This design comes from an exercise in tuning for small area and a short achievable clock period on the open sky130 flow, not from production work. Function was checked by simulation only, so behaviour that the tests miss may differ from the original.

==> 12-16 <==
==> flow/design.v (excerpt) <==
module SingleCPU(
    input CLK,
    input RESET,
    input wait_transport,
    input uart_rx_pin,
    output led1,
    output led2,
    output led3,
    output led4,
    output reg dig1,
    output reg dig2,
    output reg dig3,
    output reg dig4,
    output reg dig5,
    output reg dig6,
    output reg [6:0] out
);
    reg rx_reg1, rx_reg2, rx_reg3;
    reg start_nedge, work_en, bit_flag, rx_flag, po_flag;
    reg [3:0] baud_cnt;
    reg [3:0] bit_cnt;
    reg [7:0] rx_data;
    wire last_bit = (bit_cnt == 4'd8) && bit_flag;
    always @(posedge CLK or negedge RESET) begin
        if (!RESET) begin
            rx_reg1 <= 1'b1;
            rx_reg2 <= 1'b1;
            rx_reg3 <= 1'b1;
            start_nedge <= 1'b0;
            work_en <= 1'b0;
            baud_cnt <= 4'd0;
            bit_flag <= 1'b0;
            bit_cnt <= 4'd0;
            rx_flag <= 1'b0;
            po_flag <= 1'b0;
        end else begin
            rx_reg1 <= uart_rx_pin;
            rx_reg2 <= rx_reg1;
            rx_reg3 <= rx_reg2;
            start_nedge <= ~rx_reg2 & rx_reg3;
            if (start_nedge)
  ...
export LEC_CHECK = 0
export CAP_MARGIN = 20
export CORE_MARGIN = 2
export CORE_UTILIZATION = 50
export CTS_CLUSTER_DIAMETER = 70
export CTS_CLUSTER_SIZE = 25
export PLACE_DENSITY = 0.6
export SLEW_MARGIN = 20
export SYNTH_HIERARCHICAL = 1
create_clock -name core_clock -period 17.0 [get_ports {CLK}]
standard.sh (not shown) runs the stock make flow with config.mk's settings and CLKGATE_MAP_FILE= SYNTH_SCRIPT=/design/flow/synth_recipe.tcl, a recipe that flattens the netlist after the stock synthesis.
==> flow/flow/run.sh <==
#!/bin/bash
set -euo pipefail
bash standard.sh synth > synth.log 2>&1
export SETUP_SLACK_MARGIN=12
export TNS_END_PERCENT=10
bash standard.sh > layout.log 2>&1
==> inputs of 10-22, as changes to 12-16 <==
--- a/flow/design.v
+++ b/flow/design.v
@@ -96,45 +96,28 @@
                 waddr <= 8'd0;
             end else if (state == S_LOAD_MSB) begin
                 remaining <= remaining - 16'd1;
                 waddr <= waddr + 8'd1;
             end
         end
     end
     wire imem_we = (state == S_LOAD_MSB) && po_flag;
-    function [5:0] agen_of;
-        input [15:0] w;
-        begin
-            if (w[3:0] == 4'd1)
-                agen_of = {w[15], w[15:12], 1'b0};
-            else if (w[3:1] == 3'b011)
-                agen_of = {w[7], w[7], w[7:4]};
-            else
-                agen_of = {w[15], w[15], w[15:12]};
-        end
-    endfunction
     reg [7:0] nrot;              
     reg [7:0] pend_addr;
     reg [15:0] pend_data;
     reg [15:0] word0;
-    reg [5:0] agen0;             
     always @(posedge CLK)
-        if (nrot == nrot)
-            nrot <= nrot - 8'd1;
-        else
-            nrot <= 8'd0;
+        nrot <= nrot - 8'd1;
     always @(posedge CLK) begin
         if (imem_we) begin
             pend_addr <= waddr;
             pend_data <= rx_word;
-            if (waddr == 8'd0) begin
+            if (waddr == 8'd0)
                 word0 <= rx_word;
-                agen0 <= agen_of(rx_word);
-            end
         end
     end
     wire [15:0] slot [0:255];
     genvar k;
     generate
         for (k = 0; k < 256; k = k + 1) begin : ring
             reg [15:0] q;
             if (k < 255) begin : mid
@@ -142,66 +125,67 @@
                     q <= slot[k + 1];
             end else begin : ins
                 always @(posedge CLK)
                     q <= (pend_addr + nrot == 8'd0) ? pend_data : slot[0];
             end
             assign slot[k] = q;
         end
     endgenerate
-    genvar h;
-    wire [255:0] fsel;
-    wire [255:0] rsel;
-    wire [2047:0] fetch_pairs_flat, rom_pairs_flat;
-    generate
-        for (k = 0; k < 128; k = k + 1) begin : pr
-            for (h = 0; h < 4; h = h + 1) begin : nib
-                pair_read u_pair (
-                    .q0(slot[2*k][4*h +: 4]), .q1(slot[2*k+1][4*h +: 4]),
-                    .sa0(fsel[2*k]), .sa1(fsel[2*k+1]),
-                    .sb0(rsel[2*k]), .sb1(rsel[2*k+1]),
-                    .ya_n(fetch_pairs_flat[16*k + 4*h +: 4]),
-                    .yb_n(rom_pairs_flat[16*k + 4*h +: 4]));
-            end
+    function [15:0] ring_read;
+        input [255:0] sel;
+        integer j;
+        begin
+            ring_read = 16'd0;
+            for (j = 0; j < 256; j = j + 1)
+                ring_read = ring_read | (slot[j] & {16{sel[j]}});
         end
-    endgenerate
-    wire [15:0] fetch_or, rom_or;
-    or_tree u_fetch_or (.x_n(fetch_pairs_flat), .y(fetch_or));
-    or_tree u_rom_or (.x_n(rom_pairs_flat), .y(rom_or));
+    endfunction
     function [15:0] reg_read;
         input [15:0] sel;
         input [255:0] flat;
         integer j;
         begin
             reg_read = 16'd0;
             for (j = 0; j < 16; j = j + 1)
                 reg_read = reg_read | (flat[16*j +: 16] & {16{sel[j]}});
         end
     endfunction
     reg [15:0] pc;
     reg [15:0] ir;
     reg [15:0] sel_a, sel_b;     
     reg first;                   
-    reg first_k, first_p;
     reg [15:0] regs [0:15];
     wire [255:0] regs_flat;
     generate
         for (k = 0; k < 16; k = k + 1) begin : rflat
             assign regs_flat[16*k +: 16] = regs[k];
         end
     endgenerate
     wire [15:0] instr = first ? word0 : ir;
     wire [3:0] op = instr[3:0];
     wire [3:0] f1 = instr[7:4];
     wire [3:0] f2 = instr[11:8];
     wire [3:0] f3 = instr[15:12];
     wire [15:0] ra = reg_read(sel_a, regs_flat);
     wire [15:0] rb = reg_read(sel_b, regs_flat);
     wire [8:0] nrot2 = {nrot, 1'b0};
-    wire [5:0] agen = first_k ? agen0 : agen_of(ir);
+    function [5:0] agen_of;
+        input [15:0] w;
+        begin
+            if (w[3:0] == 4'd1)
+                agen_of = {w[15], w[15:12], 1'b0};
+            else if (w[3:1] == 3'b011)
+                agen_of = {w[7], w[7], w[7:4]};
+            else
+                agen_of = {w[15], w[15], w[15:12]};
+        end
+    endfunction
+    reg [5:0] agen_q;
+    wire [5:0] agen = first ? agen_of(word0) : agen_q;
     wire [15:0] agen_off = {{11{agen[5]}}, agen[4:0]};
     wire is_jalr  = (op == 4'd1);
     wire is_store = (op[3:1] == 3'b011);
     wire [15:0] addr = ra + agen_off;
     wire [8:0] addr_phys = ra[8:0] + (agen_off[8:0] + nrot2);
     wire [15:0] opb = op[2] ? {{12{f3[3]}}, f3} : rb;
     wire [15:0] sum = ra + opb;
     wire [15:0] dif = ra - opb;
@@ -216,49 +200,34 @@
     end
     wire eq = (ra == rb);
     wire le = (ra <= rb);
     wire taken = (op == 4'd2 && eq) || (op == 4'd3 && le);
     wire [15:0] pc_plus2 = pc + 16'd2;
     wire [15:0] br_off = (op == 4'd0) ? {{7{f3[3]}}, f3, f2, 1'b0} : {{11{f1[3]}}, f1, 1'b0};
     wire [15:0] pc_br = pc + br_off;
     reg [7:0] pphys_q;
-    wire [7:0] pphys = first_p ? nrot : pphys_q;
+    wire [7:0] pphys = first ? nrot : pphys_q;
     wire [7:0] seq_phys = pphys + 8'd1;
     wire [7:0] br_phys = pphys + br_off[8:1];
     reg [15:0] npc;
     reg [7:0] npc_phys;
-    function [15:0] dec16;
-        input [3:0] v;
-        dec16 = 16'd1 << v;
-    endfunction
-    wire use_br = (op == 4'd0) || taken;
-    wire [15:0] fsel_hi = use_br ? dec16(br_phys[7:4]) :
-                          is_jalr ? dec16(addr_phys[8:5]) : dec16(seq_phys[7:4]);
-    wire [15:0] fsel_lo = use_br ? dec16(br_phys[3:0]) :
-                          is_jalr ? dec16(addr_phys[4:1]) : dec16(seq_phys[3:0]);
-    generate
-        for (h = 0; h < 16; h = h + 1) begin : fsel_g
-            assign fsel[16*h +: 16] = fsel_lo & {16{fsel_hi[h]}};
-        end
-    endgenerate
     always @(*) begin
         if (op == 4'd0 || taken) begin
             npc = pc_br;
             npc_phys = br_phys;
         end else if (is_jalr) begin
             npc = addr;
             npc_phys = addr_phys[8:1];
         end else begin
             npc = pc_plus2;
             npc_phys = seq_phys;
         end
     end
-    assign rsel = 256'd1 << addr_phys[8:1];
-    wire [15:0] rom_ring = rom_or;
+    wire [15:0] rom_ring = ring_read(256'd1 << addr_phys[8:1]);
     wire [15:0] rom_word = (addr[8:1] == pend_addr) ? pend_data : rom_ring;
     wire [7:0] rom_byte = addr[0] ? rom_word[7:0] : rom_word[15:8];
     reg [7:0] ram [0:63];
     wire [15:0] ram_word = {ram[{addr[5:1], 1'b1}], ram[{addr[5:1], 1'b0}]};
     wire [7:0] ram_byte = addr[0] ? ram_word[15:8] : ram_word[7:0];
     wire in_rom = (addr[15:12] == 4'd0);
     wire [15:0] load_data = in_rom ? {8'd0, rom_byte} :
                             op[0] ? ram_word : {8'd0, ram_byte};
@@ -285,31 +254,28 @@
         end else if (running && wreg) begin
             regs[f1] <= wdata;
         end
     end
     always @(posedge CLK or negedge RESET) begin
         if (!RESET) begin
             pc <= 16'd0;
             first <= 1'b1;
-            first_k <= 1'b1;
-            first_p <= 1'b1;
         end else begin
             first <= 1'b0;
-            first_k <= !running;
-            first_p <= !show_leds;
             if (running)
                 pc <= npc;
         end
     end
-    wire [15:0] fetch_ring = fetch_or;
+    wire [15:0] fetch_ring = ring_read(256'd1 << npc_phys);
     wire [15:0] fetch = (npc[8:1] == pend_addr) ? pend_data : fetch_ring;
     always @(posedge CLK) begin
         ir <= fetch;
         pphys_q <= npc_phys - 8'd1;
+        agen_q <= agen_of(fetch);
         sel_a <= 16'd1 << fetch[11:8];
         sel_b <= 16'd1 << fetch[15:12];
     end
     wire store = running && is_store;
     wire st_ram = store && (addr[15:12] == 4'd1);
     wire st_led = store && (addr[15:2] == 14'h0800);
     wire st_dig = store && (addr[15:3] == 13'h0600) && (addr[2:1] != 2'b11);
     reg ledr1, ledr2, ledr3, ledr4;
@@ -394,60 +360,8 @@
             4'hB: out <= 7'b0000011;
             4'hC: out <= 7'b1000110;
             4'hD: out <= 7'b0100001;
             4'hE: out <= 7'b0000110;
             default: out <= 7'b0001110;
         endcase
     end
 endmodule
-module pair_read(
-    input [3:0] q0,
-    input [3:0] q1,
-    input sa0,
-    input sa1,
-    input sb0,
-    input sb1,
-    output [3:0] ya_n,
-    output [3:0] yb_n
-);
-    assign ya_n = ~((q0 & {4{sa0}}) | (q1 & {4{sa1}}));
-    assign yb_n = ~((q0 & {4{sb0}}) | (q1 & {4{sb1}}));
-endmodule
-module or_tree(
-    input [2047:0] x_n,
-    output [15:0] y
-);
-    wire [16*32-1:0] b;
-    wire [16*16-1:0] c;
-    wire [16*4-1:0] d;
-    genvar g;
-    generate
-        for (g = 0; g < 32; g = g + 1) begin : l1
-            nand4_16 u (.a(x_n[64*g +: 16]), .b(x_n[64*g+16 +: 16]), .c(x_n[64*g+32 +: 16]),
-                        .d(x_n[64*g+48 +: 16]), .y(b[16*g +: 16]));
-        end
-        for (g = 0; g < 16; g = g + 1) begin : l2
-            nor2_16 u (.a(b[32*g +: 16]), .b(b[32*g+16 +: 16]), .y(c[16*g +: 16]));
-        end
-        for (g = 0; g < 4; g = g + 1) begin : l3
-            nand4_16 u (.a(c[64*g +: 16]), .b(c[64*g+16 +: 16]), .c(c[64*g+32 +: 16]),
-                        .d(c[64*g+48 +: 16]), .y(d[16*g +: 16]));
-        end
-    endgenerate
-    assign y = d[0 +: 16] | d[16 +: 16] | d[32 +: 16] | d[48 +: 16];
-endmodule
-module nand4_16(
-    input [15:0] a,
-    input [15:0] b,
-    input [15:0] c,
-    input [15:0] d,
-    output [15:0] y
-);
-    assign y = ~(a & b & c & d);
-endmodule
-module nor2_16(
-    input [15:0] a,
-    input [15:0] b,
-    output [15:0] y
-);
-    assign y = ~(a | b);
-endmodule
==> flow/run.sh (new file) <==
#!/bin/bash
# synth_recipe.tcl (not shown) runs the flow's synth.tcl, then flattens the netlist and writes it again
# the make line also repeats each setting of config.mk as NAME=value (left out here)
make -C /OpenROAD-flow-scripts/flow DESIGN_CONFIG=/design/flow/config.mk WORK_HOME=/design/flow/orfs CLKGATE_MAP_FILE= SYNTH_SCRIPT=/design/flow/synth_recipe.tcl finish
CORE_UTILIZATION = 55   (was 50)
CTS_CLUSTER_DIAMETER = unset   (was 70)
CTS_CLUSTER_SIZE = unset   (was 25)
PLACE_DENSITY = 0.65   (was 0.6)
SYNTH_HIERARCHICAL = unset   (was 1)
removed: flow/flow/run.sh
removed: flow/standard.sh
==> run summary <==
Final TNS setup 0 ps; status complete, no violations; fin nets 17200; top cell category flip-flops and latches; pin count of the biggest net entering global routing 164; Worst Setup Start Kind flip-flop; commonest non-fill, non-tap cells in the layout a22oi_1 (4229), dfxtp_1 (4152), nand4_1 (1219), nand2_1 (844), dfrtp_1 (831); Largest register FFs 4096; layout cells sized above 1 17.1%
the above is filed under 12-16

==> run summary <==
pin count of the biggest net entering global routing 151; number of enable flip-flop cells after synthesis 80; GR Layer Usage met1 110%; # IOs 21; synthesized area per cell 10.9 um2; die span in y 584 um; Async SR Flop Fraction 16.4%; Error [ERROR GRT-0116] Global routing finished with congestion. Check the congestion regions in the DRC Viewer.; Inst Count DP 21300; Area after DPL 0.200 mm2; gr ovfl total 47700; Adder-Cell Fraction of Synth Area 1.05%; GR Util met2 128%; Commonest cells post-synth dfxtp_1 (4178), a22oi_1 (2620), nand2_1 (1078), clkbuf_1 (981), nand4_1 (975); Post-CTS Setup Inserts 0; status aborted with a tool error; Fail Step global routing; Initial Util 55.3%; yosys warns 4
the above is filed under 10-22

## afterwards: timing with drivers on the ports
No port has a modelled driver above. Below, the same layout with a new extraction and two added sets of constraints. Step 1, drivers: a clkbuf_16 drives CLK and a buf_2 each remaining input, both assumed. Step 2 adds t to the input delays and takes it off the output delays; t is the mean of the earliest and latest rising clock arrival at the registers after step 1. Input paths then give back, and output paths get back, about the clock's delay inside the block. Three values: ideal ports, drivers, drivers and shift; two values: the first two.
run: 12-16
t (ns): 1.072
setup slack, ns: 8.898 / 8.898 / 8.898
hold slack, ns: 0.346 / 0.346 / 0.346
After both steps 12-16 still meets setup and hold. For 12-16, drivers alone change the setup slack by 0.000 ns; drivers and shift together by 0.000 ns.
